From an optimization exercise on the open Yosys and OpenROAD flow, aimed at small area and a short achievable clock period; shortcuts taken in it are not production practice.
Where RTL was checked, it was by simulation tests only, not by an equivalence proof against the original.
Function not checked in run 7: the RTL went through the layout flow alone.
Power and IR drop assume default switching activity.

### flow/design.v
`timescale 1ns / 1ps
module TwoToOneMux(input logic [15:0] a, b,
	input logic sel_mux,
	output logic [15:0] out);
    always_comb
	    out <= sel_mux ? b : a;
endmodule
`timescale 1ns / 1ps
module alu(input logic [15:0] I, a, b, mem_rdata,
	input logic add_op,
	output logic [15:0] wd, sum,
	output logic ovf);
	logic [15:0] y, p, g, sh_in, sh_out;
	logic [15:0] G [0:4];
	logic [15:0] P [0:4];
	logic [16:0] c;
	logic [5:0] nz, lo;
	logic use_b, hi, sh_ok;
	logic sel_sum, sel_sll, sel_sra, sel_g, sel_p;
	assign nz = {I[12], I[6:5], I[4:2]};
	assign use_b = I[15] & ~(I[11] & ~I[10]);
	assign lo = use_b ? b[5:0] : nz;
	assign hi = I[14] ? I[5] : ~I[15] & I[12];
	assign y[5:0] = I[14] ? {I[12], I[11:10], I[6], 2'b00} : lo;
	assign y[15:6] = (use_b & ~I[14]) ? b[15:6] : {10{hi}};
	assign p = a ^ y;
	assign g = a & y;
	always_comb begin
		G[0] = g;
		P[0] = p;
		for (int l = 0; l < 4; l++)
			for (int i = 0; i < 16; i++)
				if ((i >> l) & 1) begin
					G[l+1][i] = G[l][i] | (P[l][i] & G[l][((i >> l) << l) - 1]);
					P[l+1][i] = P[l][i] & P[l][((i >> l) << l) - 1];
				end else begin
					G[l+1][i] = G[l][i];
					P[l+1][i] = P[l][i];
				end
	end
	assign c = {G[4], 1'b0};
	assign sum = p ^ c[15:0];
	assign ovf = add_op & ~(a[15] ^ y[15]) & (c[15] ^ a[15]);
	assign sh_ok = nz[5:4] == 2'b00;
	always_comb
		for (int i = 0; i < 16; i++)
			sh_in[i] = I[15] ? a[15 - i] : a[i];
	assign sh_out = sh_in << nz[3:0];
	assign sel_sum = ~I[14] & (I[15] ? ~I[11] & I[1] : I[0]);
	assign sel_sll = ~I[14] & ~I[15] & ~I[0] & sh_ok;
	assign sel_sra = ~I[14] & I[15] & ~I[11] & ~I[1];
	assign sel_g = ~I[14] & I[15] & I[11] & (~I[10] | I[6]);
	assign sel_p = ~I[14] & I[15] & I[11] & I[10] & (I[6] ^ I[5]);
	always_comb begin
		wd = ({16{I[14]}} & mem_rdata) | ({16{sel_sum}} & sum) |
		     ({16{sel_g}} & g) | ({16{sel_p}} & p) |
		     ({16{sel_sll}} & sh_out) | {sel_sra & a[15], 15'd0};
		for (int i = 0; i < 16; i++)
			wd[i] = wd[i] | (sel_sra & sh_ok & sh_out[15 - i]);
	end
endmodule
`timescale 1ns / 1ps
module instruction_decoder(input logic [15:0] I,
    output logic is_sw, is_beqz, is_bnez, add_op, wen,
    output logic [2:0] waddr);
    logic is_lw, is_add, is_srai, is_and, is_or, is_xor, is_andi, is_addi,
          is_slli;
    logic q0, q2;
    assign q0 = I[15:13] == 3'b000;
    assign q2 = I[15:13] == 3'b100;
    assign is_lw   = I[15:13] == 3'b010;
    assign is_sw   = I[15:13] == 3'b110 && I[1:0] == 2'b00;
    assign is_beqz = I[15:13] == 3'b110 && I[1:0] == 2'b01;
    assign is_bnez = I[15:13] == 3'b111;
    assign is_add  = q2 && I[11:10] == 2'b01 && I[1:0] == 2'b10;
    assign is_srai = q2 && I[11:10] == 2'b01 && I[1:0] == 2'b01;
    assign is_and  = q2 && I[11:10] == 2'b11 && I[6:5] == 2'b11;
    assign is_or   = q2 && I[11:10] == 2'b11 && I[6:5] == 2'b10;
    assign is_xor  = q2 && I[11:10] == 2'b11 && I[6:5] == 2'b01;
    assign is_andi = q2 && I[11:10] == 2'b10;
    assign is_addi = q0 && I[1:0] == 2'b01;
    assign is_slli = q0 && I[1:0] == 2'b10;
    assign add_op = is_lw | is_sw | is_add | is_addi;
    assign wen = is_lw | is_add | is_srai | is_and | is_or | is_xor |
                 is_andi | is_addi | is_slli;
    assign waddr = I[14] ? I[4:2] : I[9:7];
endmodule
`timescale 1ns / 1ps
module mapper(input [15:0] instruction,
              output logic [2:0] rs1,rs2,rd,
              output logic [6:0] immediate,
              output logic [5:0] nzimm,
              output logic [8:0] offset,
              output logic [3:0] opcode);
  always_comb
  begin
  opcode = 4'b1111;  
  nzimm = 0;
  offset = 0;
  immediate = 0;
  rs1=0;
  rs2=0;
  rd=0;
  case(instruction[15:13])
  3'b110:begin 
         case(instruction[1:0])
            2'b00 : begin immediate = {instruction[5],instruction[12],instruction[11:10],instruction[6],2'b00};rs1=instruction[9:7];rs2=instruction[4:2];opcode=4'b0001;end  
            2'b01 : begin offset = {instruction[12],instruction[12],instruction[6:5],instruction[2],instruction[11:10],instruction[4:3]}; rs1=instruction[9:7];opcode=4'b1010; end  
         endcase
           end
  3'b010: begin immediate = {instruction[5],instruction[12],instruction[11:10],instruction[6],2'b00};rs1=instruction[9:7]; rd = instruction[4:2];opcode=4'b0000; end  
  3'b100 : begin
           case(instruction[11:10])
                2'b01 : begin
                        case(instruction[1:0])
                        2'b10: begin rd = instruction[9:7]; rs2 = instruction[4:2];opcode=4'b0010; end  
                        2'b01: begin nzimm = {instruction[12],instruction[6:5],instruction[4:2]};rd = instruction[9:7];rs1=instruction[9:7];opcode= 4'b1000; end  
                        endcase 
                        end                                    
                2'b11 : begin
                        case(instruction[6:5])
                            2'b11: begin rs1 = instruction[9:7]; rd = instruction[9:7];rs2 = instruction[4:2];opcode=4'b0100;end  
                            2'b10: begin rs1 = instruction[9:7]; rd = instruction[9:7]; rs2 = instruction[4:2];opcode=4'b0110;end  
                            2'b01 : begin rs1 = instruction[9:7]; rd = instruction[9:7]; rs2 = instruction[4:2];opcode=4'b0111; end  
                         endcase 
                        end 
                2'b10 : begin immediate = {1'b0,instruction[12],instruction[6:5],instruction[4:2]}; rs1 = instruction[9:7]; rd = instruction[9:7];opcode=4'b0101; end  
            endcase
           end
  3'b000 : begin
           case(instruction[1:0])
                2'b01: begin nzimm = {instruction[12],instruction[6:5],instruction[4:2]};rs1 = instruction[9:7]; rd = instruction[9:7];opcode=4'b0011; end  
                2'b10 : begin nzimm = {instruction[12],instruction[6:5],instruction[4:2]};rd = instruction[9:7];opcode=4'b1001; end  
           endcase 
           end
  3'b111 : begin offset = {instruction[12],instruction[12],instruction[6:5],instruction[2],instruction[11:10],instruction[4:3]}; rs1 = instruction[9:7];opcode=4'b1011; end  
  endcase
  end
endmodule
`timescale 1ns / 1ps
module program_counter(input logic clk, rst, take_branch,
    input logic [7:0] offset,
	output logic [7:0] pc);
	logic [7:0] inc, nxt;
	logic [8:0] c;
	assign inc = take_branch ? offset : 8'd1;
	always_comb begin
		c[0] = 1'b0;
		for (int i = 0; i < 8; i++) begin
			nxt[i] = pc[i] ^ inc[i] ^ c[i];
			c[i+1] = (pc[i] & inc[i]) | (pc[i] & c[i]) | (inc[i] & c[i]);
		end
	end
	always_ff @(posedge clk, posedge rst)
		if (rst) pc <= 0;
		else pc <= nxt;
endmodule
`timescale 1ns / 1ps
module regfile(input logic rst, clk, wr_en,
	input logic [2:0] rd0_addr, rd1_addr, wr_addr,
	input logic [15:0] wr_data,
	output logic [15:0] rd0_data, rd1_data);
	logic [15:0] data [0:7];
	logic [7:0] valid;
	logic [7:0] we, s0, s1;
	always_comb
		for (int i = 0; i < 8; i++) begin
			we[i] = wr_en && wr_addr == i;
			s0[i] = valid[i] && rd0_addr == i;
			s1[i] = valid[i] && rd1_addr == i;
		end
	always_ff @(posedge clk, posedge rst)
		if (rst) valid <= 8'd0;
		else valid <= valid | we;
	always_ff @(posedge clk)
		for (int i = 0; i < 8; i++)
			if (we[i]) data[i] <= wr_data;
	always_comb begin
		rd0_data = 16'd0;
		rd1_data = 16'd0;
		for (int i = 0; i < 8; i++) begin
			rd0_data = rd0_data | ({16{s0[i]}} & data[i]);
			rd1_data = rd1_data | ({16{s1[i]}} & data[i]);
		end
	end
endmodule
`timescale 1ns / 1ps
module cpu16_top(input logic clk,
        input logic reset,
        output logic [7:0] imem_addr,       
        input logic [15:0] imem_rdata,      
        output logic [9:0] dmem_addr,       
        output logic [15:0] dmem_wdata,     
        output logic dmem_we,               
        input logic [15:0] dmem_rdata,      
        output logic ovf_ctrl,
        output logic take_branch
    );
    logic [15:0] I;
    logic [15:0] ra, rb, wd, sum;
    logic [2:0] waddr;
    logic wen;
    logic is_sw, is_beqz, is_bnez, add_op;
    assign I = imem_rdata;
    instruction_decoder dec(.I(I), .is_sw(is_sw), .is_beqz(is_beqz),
        .is_bnez(is_bnez), .add_op(add_op), .wen(wen), .waddr(waddr));
    regfile rf(.clk(clk), .rst(reset), .wr_en(wen), .wr_addr(waddr),
        .wr_data(wd), .rd0_addr(I[9:7]), .rd1_addr(I[4:2]),
        .rd0_data(ra), .rd1_data(rb));
    alu u_alu(.I(I), .a(ra), .b(rb), .mem_rdata(dmem_rdata), .add_op(add_op),
        .wd(wd), .sum(sum), .ovf(ovf_ctrl));
    assign take_branch = (is_beqz & ~|ra) | (is_bnez & |ra);
    program_counter pcu(.clk(clk), .rst(reset), .take_branch(take_branch),
        .offset({I[12], I[6:5], I[2], I[11:10], I[4:3]}), .pc(imem_addr));
    assign dmem_addr = sum[9:0];
    assign dmem_wdata = rb;
    assign dmem_we = is_sw;
endmodule
### flow/flow/run.sh
#!/bin/bash
set -euo pipefail
cd "$(dirname "$0")/.."
export BUFFER_PORTS_ARGS="-buffer_cell sky130_fd_sc_hd__buf_1"
export SETUP_SLACK_MARGIN=8
bash standard.sh > make.log 2>&1
### flow/standard.sh
#!/bin/bash
# synth_recipe.tcl (not shown) runs the flow's synth.tcl, then flattens the netlist and writes it again
# the make line also repeats each setting of config.mk as NAME=value (left out here)
make -C /OpenROAD-flow-scripts/flow DESIGN_CONFIG=/design/flow/config.mk WORK_HOME=/design/flow/orfs CLKGATE_MAP_FILE= SYNTH_SCRIPT=/design/flow/synth_recipe.tcl "${@:-finish}"
### flow/config.mk
export PLATFORM = sky130hd
export DESIGN_NAME = cpu16_top
export DESIGN_NICKNAME = cpu16_top
export VERILOG_FILES = /design/flow/design.v
export SDC_FILE = /design/flow/constraint.sdc
export NUM_CORES = 4
export LEC_CHECK = 0
export CAP_MARGIN = 20
export CORE_MARGIN = 2
export CORE_UTILIZATION = 40
export CTS_BUF_LIST = sky130_fd_sc_hd__clkbuf_4 sky130_fd_sc_hd__clkbuf_8
export SLEW_MARGIN = 20
### flow/constraint.sdc
create_clock -name core_clock -period 15.0 [get_ports {clk}]
set_input_delay 3.0000 -clock core_clock [delete_from_list [all_inputs] [get_ports {clk}]]
set_output_delay 3.0000 -clock core_clock [all_outputs]
set_load 0.01 [all_outputs]
==> results of run 1 <==
==> kinds of logic after synthesis <==
logic type,share of synthesized area
adder cells (fa/ha/maj),0.05064
AO/OA/AOI/OAI,0.2176
XOR/XNOR,0.01379
AND/OR/NAND/NOR,0.1470
multiplexers,0.04473
buffers and inverters,0.04909
flip-flops,0.4771
==> sequential cells by signal, indices dropped and copies added, names as in the netlist <==
name and count:
pcu.pc 8, rf.data 128, rf.valid 8
==> power by group through the flow <==
stage,Clock (mW),Sequential (mW),Combinational [mW]
6_report,0.293,0.491,0.464
5_1_grt,0.313,0.493,0.493
4_1_cts,0.298,0.490,0.422
3_5_place_dp,0,0.498,0.354
3_3_place_gp,0,0.498,0.353
2_1_floorplan,0,0.498,0.232
==> layout by cell type (no fill, tap or decap), drive strengths merged, types with 6 or more instances in the layout <==
cell type	instances
nand4	23
mux4	9
mux2i	15
or2	13
xnor2	6
a31oi	6
a221oi	6
ha	20
nand3	13
nor4	7
nor3	10
clkinv	7
o21ai	21
a222oi	13
clkbuf	21
edfxtp	128
dfrtp	16
inv	43
a22oi	138
buf	184
nand2	65
nor2	72
nand2b	8
fa	10
and2	7
xor2	8
a21oi	31
and3	8
==> layout make-up <==
| type | count | area, µm² | area share |
|---|---|---|---|
| flip-flops and latches | 144 | 4244 | 0.3683 |
| clock inverters | 15 | 141.4 | 0.01227 |
| clock buffers | 17 | 234.0 | 0.02030 |
| well taps | 280 | 350.3 | 0.03040 |
| multi-input cells | 589 | 4691 | 0.4070 |
| repair buffers | 193 | 1704 | 0.1479 |
| inverters | 37 | 155.1 | 0.01346 |
| repair inverters | 1 | 5.005 | 0.0004343 |
==> cell usage after synthesis, types with 5 or more instances <==
library cell	instances
nand2_1	65
nor3_1	10
xnor2_1	6
and2_1	6
mux4_2	9
a31oi_1	6
ha_1	20
and3_1	7
buf_2	12
clkbuf_1	41
a222oi_1	13
buf_1	5
xor2_1	8
a21oi_1	30
nor4_1	7
a221o_1	5
nand2b_1	8
fa_1	10
o21ai_0	19
inv_1	34
buf_4	5
mux2i_1	15
a22oi_1	138
or2_2	12
nand3_1	13
nand4_1	23
edfxtp_1	128
dfrtp_1	16
nor2_1	68
==> repair_timing <==
action / CTS / global route
resized for setup: 144 / 58
cloned: 6 / 1
endpoints found under the setup margin: 162 / 32
pin swaps: 57 / 23
setup buffers: 76 / 19
==> how the worst min path moves through the flow <==
stage / start / endpoint / depth (start not counted)
global route: rf.valid[5]$_DFF_PP0_ / rf.valid[5]$_DFF_PP0_ / 1
detailed placement: rf.valid[5]$_DFF_PP0_ / rf.valid[5]$_DFF_PP0_ / 1
floorplan: rf.valid[4]$_DFF_PP0_ / rf.valid[4]$_DFF_PP0_ / 1
CTS: rf.valid[5]$_DFF_PP0_ / rf.valid[5]$_DFF_PP0_ / 1
global placement: rf.valid[5]$_DFF_PP0_ / rf.valid[5]$_DFF_PP0_ / 1
finish: rf.valid[5]$_DFF_PP0_ / rf.valid[5]$_DFF_PP0_ / 1
==> layer usage <==
| layer | wire length [µm] | part of all wire | vias to the layer above |
|---|---|---|---|
| met1 | 13750 | 0.39 | 4119 |
| met4 | 1592 | 0.045 | 0 |
| met2 | 16470 | 0.47 | 630 |
| li1 | - | - | 3568 |
| met3 | 3534 | 0.10 | 108 |
| met5 | 0 | 0 | - |
==> critical path: stages <==
cell,delay (ns)
buf_12,0.10
buf_12,0.13
buf_4,0.14
nor2_4,0.10
and3b_4,0.30
a22oi_2,0.10
nand4_1,0.24
nor2_2,0.08
nor3_2,0.19
ha_2,0.22
inv_2,0.04
fa_2,0.37
nor2b_4,0.15
o31ai_4,0.07
a211oi_2,0.28
nor3_2,0.09
o21bai_1,0.22
a21o_1,0.18
a31o_4,0.18
xnor2_2,0.08
nor3_2,0.10
buf_2,0.15
==> run notes, run 1 <==
Met1 Usage GRT -> 0.3868
PD cells -> 108.3 nW/µm²
Initial core utilization -> 0.4076
Worst hold path class -> reg -> reg
First-pass GRT wire length -> 51.27 mm
Dpl hpwl -> 23.06 mm
Drt drc -> 0
Clk network pwr share -> 0.235
Seq cells post-synth -> 144
Antenna violations before repair -> 0
Maximum root-to-sink buffer count -> 2
Final net count -> 1047
Mapped Avg Cell Area -> 10.64 µm²
Via count -> 8425
Average wire per standard cell -> 27.70 µm
Gr usage total -> 0.2917
Critical Path End -> ovf_ctrl
TritonCTS Buffers -> 17
Total congestion overflow -> 0
Die area -> 23450 µm²
Layout Cells excl Fill -> 1276
Initial drt markers -> 1271
EDFF count, synth -> 128
Placed Cells incl. Taps -> 1141
Worst-Skew Late Latency -> 0.47 ns
# rows -> 54
Dpl cell area -> 9564 µm²
Final Util -> 0.5281
Synth cell types -> 77
Required @ worst endpoint -> 12.00 ns
Status -> complete, no violations
CTS HTree Levels -> 4
Final Max Slew Viols -> 0
Crit. Startpoint -> imem_rdata[4]
Cells after Synth -> 836
GR Layer Usage met2 -> 0.4690
Switching power -> 0.4568 mW
Crit end category -> output port
CP Max Fanout -> 7
VDD IR max -> 79.27 µV
Worst-margin pin slew -> 1.185 ns
Async SR Flop Fraction -> 0.1111
Setup Skew -> 0.01893 ns
Total negative setup slack -> 0 ns
CTS root buf -> clkbuf_8
R2R cell count -> 22
Int Pwr -> 0.7915 mW
TritonCTS clock tree -> built
Io pins -> 71
Final WL -> 35.34 mm
Post-synth top flop -> edfxtp_1
PortBufs -> 70
Reg2reg end -> pcu.pc[7]$_DFF_PP0_
Gate power share -> 0.372
Number of global-route vias before repair -> 8113
Min Tclk post-route -> 9.511 ns
1st-pass router iterations -> 7
Leak -> 4.377 nW
Post-synthesis sequential area ratio -> 0.4771
CP Class -> in -> out
Hold WS -> 0.5144 ns
Die H -> 153.1 µm
Horiz. Die Dim -> 153.1 µm
Grt peak-use layer -> met2
Worst-path clk slew -> 0.10 ns
Setup crit start kind -> input port
Final Hold Vio Count -> 0
Clock sinks -> 144
Rel. slew slack -> 0.2089
Net Sw Frac -> 0.3660
Cell Area, Synth -> 8895 µm²
Core Box Area -> 21820 µm²
Setup-failing EPs final -> 0
CTS hold repair buffers -> 0
Dpl ws -> 3.263 ns
Vias per inst -> 6.603
Fin area -> 11520 µm²
YS warnings -> 6
Flop2flop setup slack -> 9.54 ns
Post-route setup slack -> 5.489 ns
Syn_nets -> 900
Routed Antenna Nets -> 0
Largest net degree at the start of global routing -> 47
Critical R2R Launch -> rf.valid[2]$_DFF_PP0_
Max-cap violation count -> 0
Met3 Track Usage GR -> 0.04735
RSZ-0062 raised after global routing -> yes
Total power -> 1.248 mW
Area leader, netlist -> edfxtp_1
Synth top area cells -> edfxtp_1, a22oi_1, dfrtp_1
Area Overhead vs Synth -> 29.57%
Part of the power in registers -> 0.393
Filler cell count -> 1895
Max Clk Rate -> 105.1 MHz
Worst EP arrival -> 6.51 ns
Share of post-route cells with drive strength above 1 -> 0.3233
Number of antenna repair diodes -> 0
Final worst-path cycle share -> 0.6341
GP Congestion -> 1.002
Synth top area share -> 0.4321
==> run 2, diff against run 1 <==
==> flow/flow/run.sh (replaced) <==
#!/bin/bash
set -euo pipefail
cd "$(dirname "$0")/.."
export BUFFER_PORTS_ARGS="-buffer_cell sky130_fd_sc_hd__buf_1"
export SETUP_SLACK_MARGIN=7
bash standard.sh > make.log 2>&1
==> run 2 against run 1 <==
Net effect:
- global-route usage decreased by 0.68 points
- first-iteration DRC count fell by 15%
- total power down 0.54%
- maximum frequency is 0.62% lower
- area after synthesis unchanged
- setup slack got worse by 0.059 ns
- critical endpoint is now dmem_wdata[2]
- largest power group unchanged
==> run notes, run 2 <==
Routed Antenna Nets -> 0
Initial drt markers -> 1085
Total negative setup slack -> 0 ns
Area leader, netlist -> edfxtp_1
# rows -> 54
Area Overhead vs Synth -> 24.81%
Status -> complete, no violations
Worst hold path class -> reg -> reg
Final Hold Vio Count -> 0
Cells after Synth -> 836
EDFF count, synth -> 128
Share of post-route cells with drive strength above 1 -> 0.2844
Number of global-route vias before repair -> 7978
Total congestion overflow -> 0
RSZ-0062 raised after global routing -> yes
GR Layer Usage met2 -> 0.4700
Drt drc -> 0
Top cells by count, synth -> a22oi_1, edfxtp_1, nor2_1
Initial core utilization -> 0.4076
Grt peak-use layer -> met2
Maximum root-to-sink buffer count -> 2
Synth Area in XOR/XNOR -> 0.01379
Crit. Startpoint -> imem_rdata[3]
First-pass GRT wire length -> 50.25 mm
Most common cell in the netlist -> a22oi_1
Vias per inst -> 6.436
Number of antenna repair diodes -> 0
Dpl ws -> 3.323 ns
Worst-margin pin slew -> 1.072 ns
Core Box Area -> 21820 µm²
Die area -> 23450 µm²
Layout Cells excl Fill -> 1254
Via count -> 8071
Synth top area cells -> edfxtp_1, a22oi_1, dfrtp_1
Critical path depth -> 26
TritonCTS clock tree -> built
Setup crit start kind -> input port
Filler cell count -> 1987
Leak -> 4.131 nW
Buf+Inv Stages, Crit Path -> 23
CTS root buf -> clkbuf_8
TritonCTS Buffers -> 17
Dpl hpwl -> 22.41 mm
Most common cell after layout, fill and taps aside -> a22oi_1
Slowest CP cell -> and3_4
CP Class -> in -> out
Min Tclk post-route -> 9.571 ns
CTS HTree Levels -> 4
Syn_nets -> 900
Worst-path clk slew -> 0.10 ns
Gr usage total -> 0.2849
Post-route setup slack -> 5.429 ns
Post-synthesis mux area share -> 0.04473
GP Congestion -> 0.9686
Clock sinks -> 144
Largest registers -> rf.data (128), pcu.pc (8), rf.valid (8)
Setup Skew -> 0.02302 ns
Worst EP arrival -> 6.57 ns
Top reg by flops -> rf.data
Placed Cells incl. Taps -> 1144
Number of flip-flops in the largest register -> 128
YS warnings -> 6
Cell Area, Synth -> 8895 µm²
Flop2flop setup slack -> 9.42 ns
Crit end category -> output port
Synth top area share -> 0.4321
Mapped Avg Cell Area -> 10.64 µm²
Hold path cells -> 1
Horiz. Die Dim -> 153.1 µm
Final Max Slew Viols -> 0
CP Max Fanout -> 19
Average wire per standard cell -> 26.80 µm
Critical Path End -> dmem_wdata[2]
Met1 Usage GRT -> 0.3766
Largest family of logic cells by synthesized area -> compound AO/OA/AOI/OAI gates
Async SR Flop Fraction -> 0.1111
Required @ worst endpoint -> 12.00 ns
HP Start -> rf.valid[3]$_DFF_PP0_
Top library cells by usage in the layout, fill and taps aside -> a22oi_1, edfxtp_1, buf_4
Post-synthesis compound-gate area fraction -> 0.2176
Antenna violations before repair -> 0
Synth cell types -> 77
R2R cell count -> 23
Final worst-path cycle share -> 0.6380
CTS hold repair buffers -> 0
Adder-cell share of the synthesized area -> 0.05064
Delay-heaviest family, CP -> buffers and inverters
Simple-gate share of the synthesized area -> 0.1470
1st-pass router iterations -> 6
VDD IR max -> 82.83 µV
Reg2reg end -> pcu.pc[7]$_DFF_PP0_
CP most frequent cell -> buf_4
Met3 Track Usage GR -> 0.04877
Final WL -> 33.61 mm
PortBufs -> 70
Max-cap violation count -> 0
Total power -> 1.242 mW
Final net count -> 1025
Seq cells post-synth -> 144
Max Clk Rate -> 104.5 MHz
Post-synth top flop -> edfxtp_1
CP peak stage delay -> 0.21 ns
Largest net degree at the start of global routing -> 47
Die H -> 153.1 µm
Worst-Skew Late Latency -> 0.48 ns
Post-synthesis sequential area ratio -> 0.4771
Critical R2R Launch -> rf.valid[2]$_DFF_PP0_
Io pins -> 71
PD cells -> 111.8 nW/µm²
Setup-failing EPs final -> 0
Rel. slew slack -> 0.2826
## run 2: changes by cell type in the layout (fill, tap and decap cells not counted), moves of 4 or more
cell	change
buf_2	-6
bufbuf_16	-4
buf_4	+8
buf_1	+13
buf_6	-29
## run 2: area by class of cell
cell class / instances / area (µm²) / share of cell area
tap: 280 / 350.3 / 0.03156
timing repair buffer: 171 / 1249 / 0.1125
clock buffer: 17 / 234.0 / 0.02108
timing repair inverter: 1 / 5.005 / 0.0004508
multi-input combinational: 589 / 4696 / 0.4230
inverter: 37 / 157.7 / 0.01420
clock inverter: 15 / 166.4 / 0.01499
sequential: 144 / 4244 / 0.3823
## run 2: cell families after synthesis
group | count (synthesis)
compound gates | 263
simple gates | 254
flops | 144
buf+inv | 103
fa+ha+maj | 30
mux | 28
xor+xnor | 14
## run 2: timing repair
item | 4_1_cts | 5_1_grt
pin swaps | 34 | 27
buffers inserted | 62 | 14
setup endpoints to repair | 119 | 14
gates resized for setup | 103 | 49
cloned | 2 | 0
## run 2: worst min-delay path by stage
stage / to
finish: rf.valid[3]$_DFF_PP0_
global route: rf.valid[7]$_DFF_PP0_
CTS: rf.valid[3]$_DFF_PP0_
detailed placement: rf.valid[3]$_DFF_PP0_
global placement: rf.valid[3]$_DFF_PP0_
floorplan: rf.valid[4]$_DFF_PP0_
## run 2: report_power, final
| part | leakage (nW) | internal [mW] | switching (mW) |
|---|---|---|---|
| clock | 0.205 | 0.139 | 0.175 |
| sequential | 1.34 | 0.472 | 0.0167 |
| combinational | 2.58 | 0.178 | 0.260 |
## run 2: per-stage QoR
step | utilization | hold WS, ns | cell area (µm²)
after floorplan | - | 0.4462 | 9102
after global placement | 0.4373 | 0.4788 | 9544
after detailed placement | 0.4373 | 0.4678 | 9544
after CTS | 0.4943 | 0.5137 | 10790
after global routing | 0.5087 | 0.5412 | 11100
final | 0.5087 | 0.5098 | 11100
## run 2: metal layers
| metal | up-vias | wire length (µm) |
|---|---|---|
| li1 | 3521 | - |
| met1 | 4000 | 13640 |
| met2 | 480 | 16170 |
| met3 | 70 | 2796 |
| met4 | 0 | 998 |
| met5 | - | 0 |
==> run 3, diff against run 2 <==
==> flow/flow/run.sh (replaced) <==
#!/bin/bash
set -euo pipefail
cd "$(dirname "$0")/.."
export BUFFER_PORTS_ARGS="-buffer_cell sky130_fd_sc_hd__buf_1"
export SETUP_SLACK_MARGIN=6
bash standard.sh > make.log 2>&1
==> run 3 against run 2 <==
Net effect:
- still clean on timing, DRC and antenna
- global-route usage is 0.51 points lower
- clock power is 4% lower
- register-to-register slack worse by 0.36 ns
- clock skew is 0.0033 ns lower
- die area stayed put
- total power is 3.7% lower
- critical path depth is 5 lower
- non-clock buffer count is 19 lower
- hold slack better by 0.016 ns
- critical path type unchanged
- largest power group unchanged
- highest routed layer unchanged
==> run notes, run 3 <==
Final Max Slew Viols -> 0
CTS hold repair buffers -> 0
R2R cell count -> 20
Antenna violations before repair -> 0
# rows -> 54
Seq cells post-synth -> 144
Share of post-route cells with drive strength above 1 -> 0.2466
CP Class -> in -> out
Io pins -> 71
Cells after Synth -> 836
Status -> complete, no violations
Synth top area share -> 0.4321
Area Overhead vs Synth -> 20.44%
Total negative setup slack -> 0 ns
Dpl ws -> 4.055 ns
CTS HTree Levels -> 4
Switching power -> 0.4237 mW
Top cells by count, synth -> a22oi_1, edfxtp_1, nor2_1
CP Max Fanout -> 4
Async SR Flop Fraction -> 0.1111
Most common cell in the netlist -> a22oi_1
GP Congestion -> 0.9700
Core Box Area -> 21820 µm²
Horiz. Die Dim -> 153.1 µm
Vias per inst -> 6.659
Register Area -> 4244 µm²
TritonCTS clock tree -> built
PD cells -> 111.6 nW/µm²
PortBufs -> 70
Mapped Avg Cell Area -> 10.64 µm²
EDFF count, synth -> 128
Leak -> 3.962 nW
Final Hold Vio Count -> 0
Number of antenna repair diodes -> 0
Gate power share -> 0.339
TritonCTS Buffers -> 17
Setup Skew -> 0.01969 ns
Average wire per standard cell -> 27.27 µm
RSZ-0062 raised after global routing -> yes
Part of the power in registers -> 0.410
Worst-margin pin slew -> 0.8873 ns
Setup-failing EPs final -> 0
Gr usage total -> 0.2798
Post-synth top flop -> edfxtp_1
Max-cap violation count -> 0
Hold path cells -> 1
Total congestion overflow -> 0
Dpl hpwl -> 22.11 mm
Worst-path clk slew -> 0.09 ns
Number of global-route vias before repair -> 7813
Die H -> 153.1 µm
Setup crit start kind -> input port
Drt drc -> 0
Die area -> 23450 µm²
Most common cell after layout, fill and taps aside -> a22oi_1
VDD IR max -> 86.41 µV
Number of flip-flops in the largest register -> 128
Worst-Skew Late Latency -> 0.47 ns
Rel. slew slack -> 0.4059
Filler cell count -> 2017
Cell Area, Synth -> 8895 µm²
Area of the multi-input gates -> 4556 µm²
Crit end category -> output port
Post-route setup slack -> 5.579 ns
Worst EP arrival -> 6.42 ns
Maximum root-to-sink buffer count -> 2
Final WL -> 33.62 mm
CTS root buf -> clkbuf_8
Largest net degree at the start of global routing -> 47
Syn_nets -> 900
Largest registers -> rf.data (128), pcu.pc (8), rf.valid (8)
Area leader, netlist -> edfxtp_1
Final Util -> 0.4909
Net Sw Frac -> 0.3545
Clock sinks -> 144
Via count -> 8210
Top reg by flops -> rf.data
Routed Antenna Nets -> 0
Min Tclk post-route -> 9.421 ns
Final worst-path cycle share -> 0.6281
Int Pwr -> 0.7715 mW
Initial core utilization -> 0.4076
First-pass GRT wire length -> 49.32 mm
Worst hold path class -> reg -> reg
Required @ worst endpoint -> 12.00 ns
Final net count -> 1006
Synth cell types -> 77
Max Clk Rate -> 106.1 MHz
Top library cells by usage in the layout, fill and taps aside -> a22oi_1, edfxtp_1, buf_4
YS warnings -> 6
Clk network pwr share -> 0.251
1st-pass router iterations -> 9
Post-synthesis sequential area ratio -> 0.4771
Initial drt markers -> 1362
Synth top area cells -> edfxtp_1, a22oi_1, dfrtp_1
[run 3: cell counts after synthesis]
Identical to the previous run, type by type.
[run 3: through the flow]
| step | hold WS (ns) | total power, mW | instance area (µm²) | instances |
|---|---|---|---|---|
| floorplan | 0.4462 | 0.7216 | 9031 | 836 |
| global placement | 0.4833 | 0.8404 | 9480 | 1140 |
| detailed placement | 0.4761 | 0.8425 | 9497 | 1141 |
| CTS | 0.5168 | 1.173 | 10520 | 1220 |
| global route | 0.5201 | 1.242 | 10710 | 1233 |
| finish | 0.5253 | 1.195 | 10710 | 1233 |
[run 3: cell families (layout without fill, tap and decap cells)]
kind of cell,Yosys count,after routing,share of synthesized area
adder cells (fa/ha/maj),30,30,0.05064
buffers and inverters,103,220,0.04909
AO/OA/AOI/OAI,263,263,0.2176
AND/OR/NAND/NOR,254,254,0.1470
multiplexers,28,28,0.04473
XOR/XNOR,14,14,0.01379
flip-flops,144,144,0.4771
[run 3: worst max-delay path, cell delays in order]
cell and delay [ns]:
buf_1 0.08, buf_6 0.13, clkinvlp_4 0.11, nor2_4 0.05, and3b_4 0.20, buf_6 0.13, a22oi_2 0.15, nand4_1 0.31
mux2i_1 0.25, o21ai_1 0.08, ha_1 0.32, o21a_1 0.22, o31ai_4 0.08, a211oi_2 0.13, nor3_2 0.21, o21bai_1 0.11
a21o_1 0.19, a31o_4 0.26, xnor2_2 0.13, nor3_2 0.14, buf_2 0.15
[run 3: power by group through the flow]
stage	clock (mW)	combinational [mW]	sequential (mW)
after detailed placement	0	0.345	0.498
after global routing	0.320	0.430	0.492
final	0.300	0.406	0.490
after floorplan	0	0.224	0.498
after CTS	0.304	0.379	0.489
after global placement	0	0.343	0.498
[run 3: layout make-up]
| class | count | share of cell area |
|---|---|---|
| clock buffer | 17 | 0.02184 |
| clock inverter | 13 | 0.01285 |
| inverter | 37 | 0.01472 |
| multi-input combinational | 589 | 0.4253 |
| sequential | 144 | 0.3962 |
| tap | 280 | 0.03270 |
| timing repair buffer | 152 | 0.09601 |
| timing repair inverter | 1 | 0.0004672 |
[run 3: path summary, 6_finish.rpt]
path | start | endpoint | slack (ns)
worst min register to register | rf.valid[7]$_DFF_PP0_ | rf.valid[7]$_DFF_PP0_ | 0.53
min in group asynchronous | reset | pcu.pc[2]$_DFF_PP0_ | 2.59
max in group asynchronous | reset | rf.valid[6]$_DFF_PP0_ | 11.97
worst max-delay path | imem_rdata[3] | ovf_ctrl | 5.58
worst max register to register | rf.valid[1]$_DFF_PP0_ | pcu.pc[7]$_DFF_PP0_ | 9.06
worst min-delay path | rf.valid[7]$_DFF_PP0_ | rf.valid[7]$_DFF_PP0_ | 0.53
[run 3: repair_timing]
action                                  4_1_cts  5_1_grt
cloned                                        3        0
hold endpoints to repair                      0        0
gates resized for setup                      78       27
pin swaps                                    30       16
endpoints found under the setup margin       11        8
buffers inserted                             46       13
[run 3: metal layers]
| metal | vias up | routed length (µm) | global-route usage |
|---|---|---|---|
| met2 | 566 | 15340 | 0.4384 |
| met3 | 100 | 3577 | 0.05585 |
| met5 | - | 0 | 0 |
| met1 | 4056 | 13260 | 0.3762 |
| li1 | 3488 | - | - |
| met4 | 0 | 1441 | 0.1270 |
==> run 4, diff against run 3 <==
--- a/flow/design.v
+++ b/flow/design.v
@@ -11,9 +11,6 @@
 	output logic [15:0] wd, sum,
 	output logic ovf);
 	logic [15:0] y, p, g, sh_in, sh_out;
-	logic [15:0] G [0:4];
-	logic [15:0] P [0:4];
-	logic [16:0] c;
 	logic [5:0] nz, lo;
 	logic use_b, hi, sh_ok;
 	logic sel_sum, sel_sll, sel_sra, sel_g, sel_p;
@@ -23,6 +20,32 @@
 	assign hi = I[14] ? I[5] : ~I[15] & I[12];
 	assign y[5:0] = I[14] ? {I[12], I[11:10], I[6], 2'b00} : lo;
 	assign y[15:6] = (use_b & ~I[14]) ? b[15:6] : {10{hi}};
+	adder16 add(.a(a), .y(y), .add_op(add_op), .p(p), .g(g), .sum(sum), .ovf(ovf));
+	assign sh_ok = nz[5:4] == 2'b00;
+	always_comb
+		for (int i = 0; i < 16; i++)
+			sh_in[i] = I[15] ? a[15 - i] : a[i];
+	assign sh_out = sh_in << nz[3:0];
+	assign sel_sum = ~I[14] & (I[15] ? ~I[11] & I[1] : I[0]);
+	assign sel_sll = ~I[14] & ~I[15] & ~I[0] & sh_ok;
+	assign sel_sra = ~I[14] & I[15] & ~I[11] & ~I[1];
+	assign sel_g = ~I[14] & I[15] & I[11] & (~I[10] | I[6]);
+	assign sel_p = ~I[14] & I[15] & I[11] & I[10] & (I[6] ^ I[5]);
+	always_comb begin
+		wd = ({16{I[14]}} & mem_rdata) | ({16{sel_sum}} & sum) |
+		     ({16{sel_g}} & g) | ({16{sel_p}} & p) |
+		     ({16{sel_sll}} & sh_out) | {sel_sra & a[15], 15'd0};
+		for (int i = 0; i < 16; i++)
+			wd[i] = wd[i] | (sel_sra & sh_ok & sh_out[15 - i]);
+	end
+endmodule
+module adder16(input logic [15:0] a, y,
+	input logic add_op,
+	output logic [15:0] p, g, sum,
+	output logic ovf);
+	logic [15:0] G [0:4];
+	logic [15:0] P [0:4];
+	logic [16:0] c;
 	assign p = a ^ y;
 	assign g = a & y;
 	always_comb begin
@@ -41,23 +64,6 @@
 	assign c = {G[4], 1'b0};
 	assign sum = p ^ c[15:0];
 	assign ovf = add_op & ~(a[15] ^ y[15]) & (c[15] ^ a[15]);
-	assign sh_ok = nz[5:4] == 2'b00;
-	always_comb
-		for (int i = 0; i < 16; i++)
-			sh_in[i] = I[15] ? a[15 - i] : a[i];
-	assign sh_out = sh_in << nz[3:0];
-	assign sel_sum = ~I[14] & (I[15] ? ~I[11] & I[1] : I[0]);
-	assign sel_sll = ~I[14] & ~I[15] & ~I[0] & sh_ok;
-	assign sel_sra = ~I[14] & I[15] & ~I[11] & ~I[1];
-	assign sel_g = ~I[14] & I[15] & I[11] & (~I[10] | I[6]);
-	assign sel_p = ~I[14] & I[15] & I[11] & I[10] & (I[6] ^ I[5]);
-	always_comb begin
-		wd = ({16{I[14]}} & mem_rdata) | ({16{sel_sum}} & sum) |
-		     ({16{sel_g}} & g) | ({16{sel_p}} & p) |
-		     ({16{sel_sll}} & sh_out) | {sel_sra & a[15], 15'd0};
-		for (int i = 0; i < 16; i++)
-			wd[i] = wd[i] | (sel_sra & sh_ok & sh_out[15 - i]);
-	end
 endmodule
 `timescale 1ns / 1ps
 module instruction_decoder(input logic [15:0] I,
--- a/flow/config.mk
+++ b/flow/config.mk
@@ -10,3 +10,5 @@
 export CORE_UTILIZATION = 40
 export CTS_BUF_LIST = sky130_fd_sc_hd__clkbuf_4 sky130_fd_sc_hd__clkbuf_8
 export SLEW_MARGIN = 20
+export SYNTH_HIERARCHICAL = 1
+export SYNTH_MINIMUM_KEEP_SIZE = 0
==> run 4 against run 3 <==
Net effect:
- total power rose by 1.2%
- synthesized cell count fell by 15%
- clock skew fell by 0.0078 ns
- critical path type unchanged
- largest cell class unchanged
==> run notes, run 4 <==
Post-synthesis sequential area ratio -> 0.4826
Fin area -> 10870 µm²
Cells along the critical path -> buf_8 -> buf_12 -> nor4bb_4 -> buf_6 -> a22o_1 -> a221oi_2 -> nand3_2 -> mux2i_1 -> nor2_1 -> ha_2 -> inv_2 -> fa_2 -> nand2b_4 -> a21o_1 -> a21boi_2 -> o21ai_1 -> nand2b_1 -> fa_2 -> xor2_2 -> buf_2
Post-synth top flop -> edfxtp_1
Delay-heaviest family, CP -> compound AO/OA/AOI/OAI gates
EDFF count, synth -> 128
Status -> complete, no violations
Maximum root-to-sink buffer count -> 2
Area leader, netlist -> edfxtp_1
Critical Path End -> dmem_addr[9]
Vias per inst -> 6.589
Top cells by count, synth -> edfxtp_1, a22oi_1, nand2_1
PD cells -> 111.3 nW/µm²
Mapped Avg Cell Area -> 12.32 µm²
Die H -> 152.3 µm
Io pins -> 71
PortBufs -> 70
Setup crit start kind -> input port
GP Congestion -> 0.9330
TritonCTS Buffers -> 17
Core Box Area -> 21690 µm²
Gr usage total -> 0.2618
Average wire per standard cell -> 27.32 µm
Filler cell count -> 1861
GR Layer Usage met2 -> 0.4234
Post-route setup slack -> 5.826 ns
Required @ worst endpoint -> 12.00 ns
Top library cells by usage in the layout, fill and taps aside -> edfxtp_1, buf_4, a22oi_1, buf_1, nand2_1
Worst-margin pin slew -> 1.004 ns
Synth cell types -> 75
Worst-Skew Late Latency -> 0.45 ns
Initial drt markers -> 856
# rows -> 54
Antenna violations before repair -> 1
Number of global-route vias before repair -> 7534
Dpl ws -> 4.728 ns
YS warnings -> 13
Final WL -> 31.18 mm
Critical R2R Launch -> rf.valid[3]$_DFF_PP0_
R2R cell count -> 19
CP Max Fanout -> 8
Initial core utilization -> 0.4054
Flop2flop setup slack -> 9.27 ns
Max Clk Rate -> 109.0 MHz
Top reg by flops -> rf.data
Seq cells post-synth -> 144
Syn_nets -> 775
Placed Cells incl. Taps -> 1038
Die area -> 23190 µm²
Number of antenna repair diodes -> 0
RSZ-0062 raised after global routing -> yes
Crit end category -> output port
Synth top area share -> 0.4371
Drt drc -> 0
CTS HTree Levels -> 4
Grt peak-use layer -> met2
Cell Area, Synth -> 8793 µm²
Final Max Slew Viols -> 0
Synth top area cells -> edfxtp_1, a22oi_1, dfrtp_1
Final Hold Vio Count -> 0
Horiz. Die Dim -> 152.3 µm
Area of the multi-input gates -> 4682 µm²
Worst-path clk slew -> 0.09 ns
VDD IR max -> 58.71 µV
Largest registers -> rf.data (128), pcu.pc (8), rf.valid (8)
Dpl hpwl -> 20.08 mm
Final worst-path cycle share -> 0.6116
Crit. Startpoint -> imem_rdata[2]
TritonCTS clock tree -> built
Rel. slew slack -> 0.3243
Min Tclk post-route -> 9.174 ns
Largest net degree at the start of global routing -> 40
Leak -> 4.063 nW
CTS root buf -> clkbuf_8
Met3 Track Usage GR -> 0.06428
Via count -> 7518
Layout Cells excl Fill -> 1141
Setup-failing EPs final -> 0
Cells after Synth -> 714
Area Overhead vs Synth -> 23.65%
Hold WS -> 0.5066 ns
Routed Antenna Nets -> 0
Number of flip-flops in the largest register -> 128
1st-pass router iterations -> 6
Clock sinks -> 144
Worst EP arrival -> 6.17 ns
First-pass GRT wire length -> 46.19 mm
Buf+Inv Stages, Crit Path -> 5
Worst hold path class -> reg -> reg
Slowest CP cell -> fa_2
Share of post-route cells with drive strength above 1 -> 0.3182
Critical path depth -> 20
CP Class -> in -> out
CP peak stage delay -> 0.36 ns
Async SR Flop Fraction -> 0.1111
Register Area -> 4244 µm²
Met1 Usage GRT -> 0.3260
Max-cap violation count -> 0
CP most frequent cell -> fa_2
Dpl cell area -> 9371 µm²
Most common cell after layout, fill and taps aside -> edfxtp_1
Total congestion overflow -> 0
Total negative setup slack -> 0 ns
Final net count -> 909
Setup Skew -> 0.01186 ns
Most common cell in the netlist -> edfxtp_1
Reg2reg end -> pcu.pc[7]$_DFF_PP0_
-- run 4: per-stage QoR --
| stage | power [mW] | utilization |
|---|---|---|
| 3_5_place_dp | 0.8440 | 0.4321 |
| 6_report | 1.210 | 0.5013 |
| 5_1_grt | 1.258 | 0.5013 |
| 3_3_place_gp | 0.8331 | 0.4321 |
| 2_1_floorplan | 0.7214 | - |
| 4_1_cts | 1.181 | 0.4888 |
-- run 4: logic make-up (layout without fill, tap and decap cells) --
logic type,after synthesis,count (layout),synth area share
adders and majority gates,27,27,0.04695
DFF,144,144,0.4826
AOI/OAI and AO/OA,227,227,0.2241
and+or+nand+nor,189,189,0.1232
buffers and inverters,67,214,0.03728
muxes,46,46,0.07185
xor gates and xnor gates,14,14,0.01394
-- run 4: power by group --
part / leakage [nW] / switching [mW] / internal [mW]
combinational: 2.54 / 0.257 / 0.185
clock: 0.176 / 0.161 / 0.119
sequential: 1.35 / 0.0172 / 0.471
total: 4.06 / 0.435 / 0.775
-- run 4: worst min-delay path by stage --
stage          depth (start not counted)                    end  slack (ns)                  start
6_report                               1  rf.valid[1]$_DFF_PP0_        0.51  rf.valid[1]$_DFF_PP0_
4_1_cts                                1  rf.valid[4]$_DFF_PP0_        0.51  rf.valid[4]$_DFF_PP0_
5_1_grt                                1  rf.valid[3]$_DFF_PP0_        0.53  rf.valid[3]$_DFF_PP0_
3_3_place_gp                           1  rf.valid[0]$_DFF_PP0_        0.47  rf.valid[0]$_DFF_PP0_
3_5_place_dp                           1  rf.valid[0]$_DFF_PP0_        0.48  rf.valid[0]$_DFF_PP0_
2_1_floorplan                          1  rf.valid[2]$_DFF_PP0_        0.45  rf.valid[2]$_DFF_PP0_
-- run 4: timing repair --
action | in CTS | in global routing
buffers inserted | 56 | 12
resized for setup | 99 | 42
pin swaps | 33 | 29
hold buffers | 0 | 0
gates cloned | 2 | 1
setup endpoints to repair | 11 | 7
-- run 4: layout make-up --
type                       instances  share of cell area
timing repair buffer             165              0.1081
sequential                       144              0.3903
tap                              280             0.03222
clock inverter                    15             0.01139
multi-input combinational        503              0.4306
clock buffer                      17             0.02152
inverter                          17            0.005869
-- run 4: layer usage --
metal,routed length (µm),share of wire,up-vias
li1,-,-,3212
met1,11650,0.37,3700
met2,14740,0.47,503
met3,3248,0.10,103
met4,1542,0.049,0
met5,0,0,-
-- run 4: modules after synthesis (local to each module, per instance) --
| module | cells | copies in the design | area (µm²) |
|---|---|---|---|
| instruction_decoder | 21 | 1 | 153.9 |
| alu | 207 | 1 | 1637 |
| adder16 | 86 | 1 | 725.7 |
| program_counter | 30 | 1 | 414.1 |
| cpu16_top | 6 | 1 | 48.80 |
| regfile | 364 | 1 | 5814 |
==> run 5, diff against run 4 <==
==> flow/flow/run.sh (replaced) <==
#!/bin/bash
set -euo pipefail
cd "$(dirname "$0")/.."
export BUFFER_PORTS_ARGS="-buffer_cell sky130_fd_sc_hd__buf_1"
export SETUP_SLACK_MARGIN=5.5
bash standard.sh > make.log 2>&1
==> run 5 against run 4 <==
Net effect:
- sequential share of layout area up 3.6 points
- via count down 4.6%
- clock power about the same
- utilization down 4.2 points
- maximum frequency down 2.5%
- largest cell class unchanged
- global-route usage down 1.2 points
- total power down 6.1%
- critical path depth down 3
- non-clock buffer count down 60
- setup slack worse by 0.24 ns
==> run notes, run 5 <==
Most common cell after layout, fill and taps aside -> edfxtp_1
VDD IR max -> 57.99 µV
Share of post-route cells with drive strength above 1 -> 0.2010
Horiz. Die Dim -> 152.3 µm
# rows -> 54
Max Clk Rate -> 106.3 MHz
Initial drt markers -> 884
Routed Antenna Nets -> 0
Total negative setup slack -> 0 ns
PD cells -> 114.2 nW/µm²
Setup crit start kind -> input port
Top library cells by usage in the layout, fill and taps aside -> edfxtp_1, buf_1, a22oi_1
Antenna violations before repair -> 0
Clock sinks -> 144
Crit. Startpoint -> imem_rdata[2]
Die H -> 152.3 µm
CTS hold repair buffers -> 0
Crit end category -> output port
YS warnings -> 13
Drt drc -> 0
Die area -> 23190 µm²
RSZ-0062 raised after global routing -> yes
Gr usage total -> 0.2503
Total congestion overflow -> 0
TritonCTS Buffers -> 17
CTS HTree Levels -> 4
Number of flip-flops in the largest register -> 128
Status -> complete, no violations
Worst EP arrival -> 6.41 ns
GP Congestion -> 0.9330
First-pass GRT wire length -> 44.12 mm
Initial core utilization -> 0.4054
Post-synth top flop -> edfxtp_1
Final Max Slew Viols -> 0
Largest net degree at the start of global routing -> 40
Rel. slew slack -> 0.3100
Core Box Area -> 21690 µm²
Final WL -> 29.50 mm
Area Overhead vs Synth -> 13.20%
Top reg by flops -> rf.data
Mapped Avg Cell Area -> 12.32 µm²
Max-cap violation count -> 0
Synth top area cells -> edfxtp_1, a22oi_1, dfrtp_1
Top cells by count, synth -> edfxtp_1, a22oi_1, nand2_1
Maximum root-to-sink buffer count -> 2
Setup Skew -> 0.01292 ns
Vias per inst -> 6.634
Syn_nets -> 775
Dpl hpwl -> 20.08 mm
Seq cells post-synth -> 144
Cell Area, Synth -> 8793 µm²
Required @ worst endpoint -> 12.00 ns
Final Hold Vio Count -> 0
Hold path cells -> 1
Critical R2R Launch -> rf.valid[3]$_DFF_PP0_
Final worst-path cycle share -> 0.6273
EDFF count, synth -> 128
CTS root buf -> clkbuf_8
Area leader, netlist -> edfxtp_1
Number of antenna repair diodes -> 0
Worst-Skew Late Latency -> 0.45 ns
Setup-failing EPs final -> 0
CP Max Fanout -> 29
TritonCTS clock tree -> built
Largest registers -> rf.data (128), pcu.pc (8), rf.valid (8)
Post-synthesis sequential area ratio -> 0.4826
Via count -> 7171
1st-pass router iterations -> 7
Average wire per standard cell -> 27.29 µm
CP Class -> in -> out
Worst-path clk slew -> 0.09 ns
PortBufs -> 70
R2R cell count -> 19
Min Tclk post-route -> 9.409 ns
Worst hold path class -> reg -> reg
Final net count -> 849
Synth top area share -> 0.4371
Async SR Flop Fraction -> 0.1111
Hold WS -> 0.5077 ns
Number of global-route vias before repair -> 7244
Worst-margin pin slew -> 1.026 ns
Leak -> 3.592 nW
Cells after Synth -> 714
HP Start -> rf.valid[1]$_DFF_PP0_
Io pins -> 71
Most common cell in the netlist -> edfxtp_1
Synth cell types -> 75
-- run 5: changes by cell type in the layout (fill, tap and decap cells not counted), moves of 5 or more --
cell	delta
a221oi_1	+5
ha_4	-7
buf_6	-13
nand3_1	+14
ha_1	+11
nand3_2	-14
buf_4	-47
buf_1	+7
-- run 5: area by class of cell --
class | instances | area [µm²]
inverters | 17 | 63.81
well taps | 280 | 350.3
clock inverters | 15 | 123.9
fillers | 1942 | 11730
multi-input cells | 503 | 4359
flip-flops and latches | 144 | 4244
repair buffers | 105 | 579.3
clock buffers | 17 | 234.0
-- run 5: path summary, 6_finish.rpt --
| path | endpoint | slack, ns |
|---|---|---|
| max | dmem_addr[9] | 5.59 |
| min in group asynchronous | pcu.pc[7]$_DFF_PP0_ | 2.47 |
| min | rf.valid[1]$_DFF_PP0_ | 0.51 |
| max reg2reg | pcu.pc[7]$_DFF_PP0_ | 9.26 |
| min reg2reg | rf.valid[1]$_DFF_PP0_ | 0.51 |
| max in group asynchronous | rf.valid[2]$_DFF_PP0_ | 12.28 |
-- run 5: logic make-up after synthesis --
group,after synthesis,synth area share
AND/OR/NAND/NOR,189,0.1232
multiplexers,46,0.07185
flip-flops,144,0.4826
adder cells (fa/ha/maj),27,0.04695
AO/OA/AOI/OAI,227,0.2241
XOR/XNOR,14,0.01394
buffers and inverters,67,0.03728
-- run 5: metrics by stage --
| step | cell area [µm²] | instances | power [mW] | util | setup WS, ns |
|---|---|---|---|---|---|
| after floorplan | 8793 | 714 | 0.7214 | - | 6.107 |
| after global routing | 9955 | 1081 | 1.184 | 0.4590 | 5.429 |
| final | 9955 | 1081 | 1.136 | 0.4590 | 5.591 |
| after CTS | 9832 | 1073 | 1.126 | 0.4533 | 5.505 |
| after detailed placement | 9371 | 1038 | 0.8440 | 0.4321 | 4.728 |
| after global placement | 9371 | 1038 | 0.8331 | 0.4321 | 4.801 |
-- run 5: routing by layer --
metal	vias up	global-route usage	routed length, µm
li1	3088	-	-
met1	3543	0.3154	11300
met2	453	0.3977	13860
met3	87	0.06143	2982
met4	0	0.1371	1357
met5	-	0	0
-- run 5: timing repair --
action / in CTS / in global routing
gates resized for setup: 31 / 15
pin swaps: 1 / 5
buffers inserted: 3 / 8
endpoints found under the setup margin: 7 / 3
-- run 5: per-module statistics from Yosys (local to each module, per instance) --
module | times used | flops+latches | cells inside | cell area (µm²)
instruction_decoder | 1 | 0 | 21 | 153.9
regfile | 1 | 136 | 364 | 5814
adder16 | 1 | 0 | 86 | 725.7
program_counter | 1 | 8 | 30 | 414.1
cpu16_top | 1 | 0 | 6 | 48.80
alu | 1 | 0 | 207 | 1637
-- run 5: power breakdown --
group | total (mW) | internal [mW] | switching (mW)
registers | 0.488 | 0.471 | 0.0168
logic | 0.369 | 0.135 | 0.234
clock network | 0.280 | 0.119 | 0.161
total | 1.14 | 0.725 | 0.411
-- run 5: critical path, stage by stage --
cell	delay, ns
buf_1	0.10
buf_12	0.17
nor4bb_4	0.17
buf_6	0.16
a22o_1	0.25
a221oi_1	0.22
nand3_1	0.23
mux2_2	0.33
ha_1	0.36
o211ai_1	0.19
a21o_1	0.14
a21boi_1	0.07
o21ai_0	0.15
nand2b_1	0.09
fa_1	0.41
xor2_2	0.20
clkbuf_2	0.17
==> run 6, diff against run 5 <==
==> flow/run.sh (new file) <==
#!/bin/bash
# synth_recipe.tcl (not shown) runs the flow's synth.tcl, then flattens the netlist and writes it again
# the make line also repeats each setting of config.mk as NAME=value (left out here)
make -C /OpenROAD-flow-scripts/flow DESIGN_CONFIG=/design/flow/config.mk WORK_HOME=/design/flow/orfs CLKGATE_MAP_FILE= SYNTH_SCRIPT=/design/flow/synth_recipe.tcl finish
--- a/flow/config.mk
+++ b/flow/config.mk
@@ -9,6 +9,7 @@
 export CORE_MARGIN = 2
 export CORE_UTILIZATION = 40
 export CTS_BUF_LIST = sky130_fd_sc_hd__clkbuf_4 sky130_fd_sc_hd__clkbuf_8
+export SETUP_SLACK_MARGIN = 5
 export SLEW_MARGIN = 20
 export SYNTH_HIERARCHICAL = 1
 export SYNTH_MINIMUM_KEEP_SIZE = 0
removed: flow/flow/run.sh
removed: flow/standard.sh
==> run 6 against run 5 <==
Net effect:
- still clean on timing, DRC and antenna
- clock-buffer cell count stayed put
- sequential share of layout area decreased by 2.6 points
- critical path depth did not move
- maximum frequency decreased by 3.8%
- clock power up 18%
- die area unchanged
- synthesized cell count did not move
- combinational power up 13%
- critical path type unchanged
- highest routed layer unchanged
==> run notes, run 6 <==
TritonCTS Buffers -> 17
Antenna violations before repair -> 0
Core Box Area -> 21690 µm²
Setup-failing EPs final -> 0
Max-cap violation count -> 0
Min Tclk post-route -> 9.783 ns
Number of global-route vias before repair -> 7109
Area leader, netlist -> edfxtp_1
Setup Skew -> 0.01795 ns
Syn_nets -> 775
YS warnings -> 13
Number of flip-flops in the largest register -> 128
VDD IR max -> 55.18 µV
Placed Cells incl. Taps -> 1036
Final WL -> 29.94 mm
Status -> complete, no violations
CP Max Fanout -> 15
Initial core utilization -> 0.4054
Worst EP arrival -> 6.78 ns
Maximum root-to-sink buffer count -> 2
CP most frequent cell -> dlygate4sd2_1
Most common cell after layout, fill and taps aside -> edfxtp_1
Routed Antenna Nets -> 0
1st-pass router iterations -> 5
Top cells by count, synth -> edfxtp_1, a22oi_1, nand2_1
PortBufs -> 70
Switching power -> 0.4132 mW
Largest registers -> rf.data (128), pcu.pc (8), rf.valid (8)
Top reg by flops -> rf.data
TritonCTS clock tree -> built
Worst hold path class -> reg -> reg
Synth top area cells -> edfxtp_1, a22oi_1, dfrtp_1
HP Start -> rf.valid[3]$_DFF_PP0_
Gr usage total -> 0.2535
Final Max Slew Viols -> 0
Crit end category -> output port
Die area -> 23190 µm²
Most common cell in the netlist -> edfxtp_1
Number of antenna repair diodes -> 0
Post-synthesis sequential area ratio -> 0.4826
# rows -> 54
Final net count -> 854
Die H -> 152.3 µm
Vias per inst -> 6.575
Seq cells post-synth -> 144
Post-synth top flop -> edfxtp_1
Net Sw Frac -> 0.3347
Clock sinks -> 144
Cells after Synth -> 714
Final worst-path cycle share -> 0.6522
Cells along the critical path -> dlygate4sd2_1 -> buf_12 -> nor4bb_4 -> buf_2 -> a22o_1 -> a221oi_1 -> nand3_1 -> mux2_2 -> ha_1 -> o211ai_1 -> a21o_1 -> a21boi_0 -> o21ai_0 -> nand2b_1 -> fa_1 -> xor2_2 -> dlygate4sd2_1
CTS root buf -> clkbuf_8
Filler cell count -> 1853
Drt drc -> 0
Required @ worst endpoint -> 12.00 ns
Delay-heaviest family, CP -> compound AO/OA/AOI/OAI gates
Async SR Flop Fraction -> 0.1111
CP Class -> in -> out
Top library cells by usage in the layout, fill and taps aside -> edfxtp_1, clkdlybuf4s50_1, a22oi_1
Critical R2R Launch -> rf.valid[5]$_DFF_PP0_
Slowest CP cell -> fa_1
Share of post-route cells with drive strength above 1 -> 0.2146
Io pins -> 71
Average wire per standard cell -> 27.57 µm
EDFF count, synth -> 128
Worst-Skew Late Latency -> 0.46 ns
R2R cell count -> 19
Horiz. Die Dim -> 152.3 µm
Int Pwr -> 0.8213 mW
Leak -> 3.941 nW
Synth top area share -> 0.4371
Dpl hpwl -> 20.72 mm
Worst-margin pin slew -> 1.076 ns
GP Congestion -> 0.9479
Via count -> 7140
Reg2reg end -> pcu.pc[7]$_DFF_PP0_
Area Overhead vs Synth -> 20.46%
Hold path cells -> 1
Gate power share -> 0.337
Part of the power in registers -> 0.396
Clk network pwr share -> 0.267
First-pass GRT wire length -> 44.46 mm
CTS HTree Levels -> 4
Cell Area, Synth -> 8793 µm²
Max Clk Rate -> 102.2 MHz
Flop2flop setup slack -> 9.19 ns
Setup crit start kind -> input port
Initial drt markers -> 735
Final Hold Vio Count -> 0
Rel. slew slack -> 0.2764
Synth cell types -> 75
RSZ-0062 raised after global routing -> no
Mapped Avg Cell Area -> 12.32 µm²
Largest net degree at the start of global routing -> 40
CP peak stage delay -> 0.40 ns
Worst-path clk slew -> 0.08 ns
Total negative setup slack -> 0 ns
PD cells -> 116.5 nW/µm²
Crit. Startpoint -> imem_rdata[2]
CTS hold repair buffers -> 0
Layout Cells excl Fill -> 1086
Hold endpoint -> rf.valid[3]$_DFF_PP0_
Total congestion overflow -> 0
Buf+Inv Stages, Crit Path -> 4
==> run 6: cell types whose count changed in the layout (fill, tap and decap cells not counted), moves of 3 or more <==
| cell | change |
|---|---|
| nand3_2 | +9 |
| nand3_1 | -9 |
| buf_1 | -63 |
| clkdlybuf4s50_1 | +60 |
| bufinv_16 | +3 |
| inv_6 | -3 |
| dlymetal6s2s_1 | +4 |
| dlygate4sd2_1 | +4 |
| buf_4 | +3 |
==> run 6: how the worst max path moves through the flow <==
stage	endpoint	slack, ns	depth (start not counted)
global placement	dmem_addr[9]	3.96	18
detailed placement	dmem_addr[9]	3.91	18
global route	dmem_addr[9]	5.04	19
finish	dmem_addr[9]	5.22	17
floorplan	dmem_addr[9]	6.11	16
CTS	dmem_addr[8]	5.00	15
==> run 6: cells by family after synthesis <==
kind of cell               after synthesis  share of synthesized area
DFF                                    144                     0.4826
xor gates and xnor gates                14                    0.01394
and+or+nand+nor                        189                     0.1232
adders and majority gates               27                    0.04695
muxes                                   46                    0.07185
buffers and inverters                   67                    0.03728
AOI/OAI and AO/OA                      227                     0.2241
==> run 6: modules after synthesis (local to each module, per instance) <==
module	cells	cell area (µm²)	copies in the design	flip-flops and latches
regfile	364	5814	1	136
alu	207	1637	1	0
adder16	86	725.7	1	0
program_counter	30	414.1	1	8
instruction_decoder	21	153.9	1	0
cpu16_top	6	48.80	1	0
==> run 6: metrics by stage <==
step | area [µm²] | utilization | setup WS [ns] | hold WS [ns] | total power [mW]
floorplan | 8793 | - | 6.107 | 0.4456 | 0.7214
global placement | 9783 | 0.4511 | 3.965 | 0.4748 | 0.8770
detailed placement | 9783 | 0.4511 | 3.908 | 0.4859 | 0.8864
CTS | 10540 | 0.4860 | 5.003 | 0.5071 | 1.231
global route | 10590 | 0.4884 | 5.038 | 0.5247 | 1.286
finish | 10590 | 0.4884 | 5.217 | 0.5200 | 1.234
==> run 6: layout make-up <==
cell class                 instances  area (µm²)  area share
inverter                          17       63.81    0.006024
multi-input combinational        503        4418      0.4171
clock inverter                    15       202.7     0.01914
sequential                       144        4244      0.4007
clock buffer                      17       234.0     0.02209
timing repair buffer             110        1080      0.1019
tap                              280       350.3     0.03307
==> run 6: what timing repair did <==
action,4_1_cts,5_1_grt
endpoints found under the setup margin,9,5
cloned,3,0
buffers inserted,11,4
gates resized for setup,53,12
pin swaps,5,8
==> run 6: power groups by stage <==
stage / Combinational, mW / Sequential, mW / Clock (mW)
after detailed placement: 0.390 / 0.497 / 0
after global routing: 0.442 / 0.492 / 0.352
final: 0.416 / 0.489 / 0.330
after global placement: 0.381 / 0.496 / 0
after CTS: 0.407 / 0.488 / 0.335
after floorplan: 0.224 / 0.498 / 0
==> run 6: per-layer routing <==
metal / vias up / GRT usage / wire (µm)
li1: 3107 / - / -
met1: 3567 / 0.3245 / 12220
met2: 391 / 0.4251 / 14450
met3: 75 / 0.04352 / 2191
met4: 0 / 0.1104 / 1078
met5: - / 0 / 0
==> run 7, diff against run 6 <==
--- a/flow/design.v
+++ b/flow/design.v
@@ -53,9 +53,9 @@
 		P[0] = p;
 		for (int l = 0; l < 4; l++)
 			for (int i = 0; i < 16; i++)
-				if ((i >> l) & 1) begin
-					G[l+1][i] = G[l][i] | (P[l][i] & G[l][((i >> l) << l) - 1]);
-					P[l+1][i] = P[l][i] & P[l][((i >> l) << l) - 1];
+				if (i >= (1 << l)) begin
+					G[l+1][i] = G[l][i] | (P[l][i] & G[l][i - (1 << l)]);
+					P[l+1][i] = P[l][i] & P[l][i - (1 << l)];
 				end else begin
 					G[l+1][i] = G[l][i];
 					P[l+1][i] = P[l][i];
==> flow/flow/run.sh (new file) <==
#!/bin/bash
set -euo pipefail
cd "$(dirname "$0")/.."
export BUFFER_PORTS_ARGS="-buffer_cell sky130_fd_sc_hd__buf_1"
export SETUP_SLACK_MARGIN=6
bash standard.sh > make.log 2>&1
==> flow/standard.sh (new file) <==
#!/bin/bash
# synth_recipe.tcl (not shown) runs the flow's synth.tcl, then flattens the netlist and writes it again
# the make line also repeats each setting of config.mk as NAME=value (left out here)
make -C /OpenROAD-flow-scripts/flow DESIGN_CONFIG=/design/flow/config.mk WORK_HOME=/design/flow/orfs CLKGATE_MAP_FILE= SYNTH_SCRIPT=/design/flow/synth_recipe.tcl "${@:-finish}"
--- a/flow/config.mk
+++ b/flow/config.mk
@@ -9,7 +9,6 @@
 export CORE_MARGIN = 2
 export CORE_UTILIZATION = 40
 export CTS_BUF_LIST = sky130_fd_sc_hd__clkbuf_4 sky130_fd_sc_hd__clkbuf_8
-export SETUP_SLACK_MARGIN = 5
 export SLEW_MARGIN = 20
 export SYNTH_HIERARCHICAL = 1
 export SYNTH_MINIMUM_KEEP_SIZE = 0
removed: flow/run.sh
==> run 7 against run 6 <==
Net effect:
- still clean on timing, DRC and antenna
- setup slack gained 0.81 ns
- clock-buffer cell count stayed put
- synthesized cell count grew 4.6%
- clock skew is 0.0023 ns lower
- utilization shrank 0.21 points
- clock power increased by 5%
- register-to-register slack improved by 0.07 ns
- area after synthesis grew 1.8%
- hold slack got worse by 0.0072 ns
- wire length is 2.9% lower
- critical endpoint is now ovf_ctrl
- highest routed layer unchanged
==> run notes, run 7 <==
Status -> complete, no violations
Async SR Flop Fraction -> 0.1111
RSZ-0062 raised after global routing -> no
Max-cap violation count -> 0
Final Hold Vio Count -> 0
Worst EP arrival -> 5.97 ns
Clock sinks -> 144
Worst hold path class -> reg -> reg
Largest net degree at the start of global routing -> 40
Syn_nets -> 805
Met3 wire length -> 2.727 mm
Area leader, netlist -> edfxtp_1
DRT met1 WL -> 11.82 mm
TritonCTS clock tree -> built
Setup Skew -> 0.01568 ns
Adder-cell share of the synthesized area -> 0.03941
Drt drc -> 0
Dpl ws -> 4.891 ns
Worst-Skew Late Latency -> 0.47 ns
Final Max Slew Viols -> 0
CP Max Fanout -> 16
Horiz. Die Dim -> 153.6 µm
Synth Area in XOR/XNOR -> 0.01468
Antenna violations before repair -> 0
Routed Antenna Nets -> 0
Flop2flop setup slack -> 9.26 ns
Die area -> 23590 µm²
Post-route setup slack -> 6.030 ns
Total negative setup slack -> 0 ns
TritonCTS Buffers -> 17
CP Class -> in -> out
Via count -> 7443
Gate power share -> 0.330
Number of antenna repair diodes -> 0
1st-pass router iterations -> 8
Io pins -> 71
Cell Area, Synth -> 8952 µm²
CTS HTree Levels -> 4
Most common cell after layout, fill and taps aside -> edfxtp_1
Post-synthesis mux area share -> 0.07170
Setup crit start kind -> input port
Top cells by count, synth -> edfxtp_1, a22oi_1, nand2_1
Average wire per standard cell -> 25.70 µm
Simple-gate share of the synthesized area -> 0.1305
Cells along the critical path -> buf_2 -> and4b_1 -> buf_4 -> a222oi_1 -> nand3_1 -> ha_4 -> and4_4 -> a221o_1 -> mux2i_1 -> o311ai_2 -> buf_2
Dpl hpwl -> 18.97 mm
Maximum root-to-sink buffer count -> 2
Slowest CP cell -> ha_4
Vias per inst -> 6.581
Top reg by flops -> rf.data
Mapped Avg Cell Area -> 11.98 µm²
Most common cell in the netlist -> edfxtp_1
Min Tclk post-route -> 8.970 ns
Share of post-route cells with drive strength above 1 -> 0.2632
Crit end category -> output port
Max Clk Rate -> 111.5 MHz
Net Sw Frac -> 0.3500
CP peak stage delay -> 0.47 ns
VDD IR max -> 43.13 µV
Area Overhead vs Synth -> 18.92%
CTS root buf -> clkbuf_8
GP Congestion -> 0.8993
Largest registers -> rf.data (128), pcu.pc (8), rf.valid (8)
Switching power -> 0.4361 mW
CP most frequent cell -> buf_2
Synth top area share -> 0.4294
Setup-failing EPs final -> 0
Int Pwr -> 0.8099 mW
Clk network pwr share -> 0.277
EDFF count, synth -> 128
Leak -> 3.840 nW
## run 7: cell types whose count changed after synthesis, moves of 4 or more
cell and change:
a21oi_1 +8, xnor2_1 +5, nor2_1 +5, xor2_1 -4
## run 7: routing by layer
layer,vias up,GRT usage
met5,-,0
met4,0,0.09786
met3,76,0.05411
met2,417,0.3854
met1,3674,0.3225
li1,3276,-
## run 7: metrics by stage
step / std cells / area [µm²]
finish: 1131 / 10650
global route: 1131 / 10650
CTS: 1118 / 10300
detailed placement: 1065 / 9512
global placement: 1065 / 9512
floorplan: 747 / 8952
## run 7: final timing paths
path,startpoint,to,depth (start not counted)
setup / recovery,imem_rdata[9],ovf_ctrl,11
hold / removal,rf.valid[6]$_DFF_PP0_,rf.valid[6]$_DFF_PP0_,1
setup reg to reg,rf.valid[3]$_DFF_PP0_,pcu.pc[7]$_DFF_PP0_,19
hold reg to reg,rf.valid[6]$_DFF_PP0_,rf.valid[6]$_DFF_PP0_,1
max in group asynchronous,reset,rf.valid[6]$_DFF_PP0_,2
min in group asynchronous,reset,pcu.pc[2]$_DFF_PP0_,2
## run 7: power groups by stage
stage          registers (mW)  logic, mW  clock network [mW]
3_3_place_gp            0.497      0.354                   0
4_1_cts                 0.489      0.378               0.347
6_report                0.489      0.412               0.345
5_1_grt                 0.493      0.443               0.365
3_5_place_dp            0.497      0.359                   0
2_1_floorplan           0.498      0.239                   0
## run 7: kinds of logic after synthesis
family | count (synthesis)
mux | 47
simple gates | 205
xor+xnor | 15
compound gates | 245
flops | 144
fa+ha+maj | 24
buf+inv | 67
## run 7: cell type report
cell class	count	area, µm²
Clock buffer	17	234.0
Timing Repair Buffer	123	768.2
Multi-Input combinational cell	536	4771
Clock inverter	15	219.0
Sequential cell	144	4244
Inverter	16	60.06
Fill cell	1966	11240
Tap cell	280	350.3
## run 7: what timing repair did
action / CTS / global route
hold buffers: 0 / 0
setup endpoints to repair: 11 / 6
resized for setup: 51 / 49
pin swaps: 11 / 25
setup buffers: 20 / 12
cloned: 1 / 1
## run 7: Yosys stat by module (local to each module, per instance)
module | flops+latches | times used | cell area (µm²)
instruction_decoder | 0 | 1 | 153.9
regfile | 136 | 1 | 5814
program_counter | 8 | 1 | 414.1
adder16 | 0 | 1 | 884.6
alu | 0 | 1 | 1637
cpu16_top | 0 | 1 | 48.80
## run 7: worst max-delay path: cells and delay by family
kind | cells | cell delay, ns
and+or+nand+nor | 3 | 0.88
buffers and inverters | 3 | 0.62
adders and majority gates | 1 | 0.47
muxes | 1 | 0.26
AOI/OAI and AO/OA | 3 | 0.73
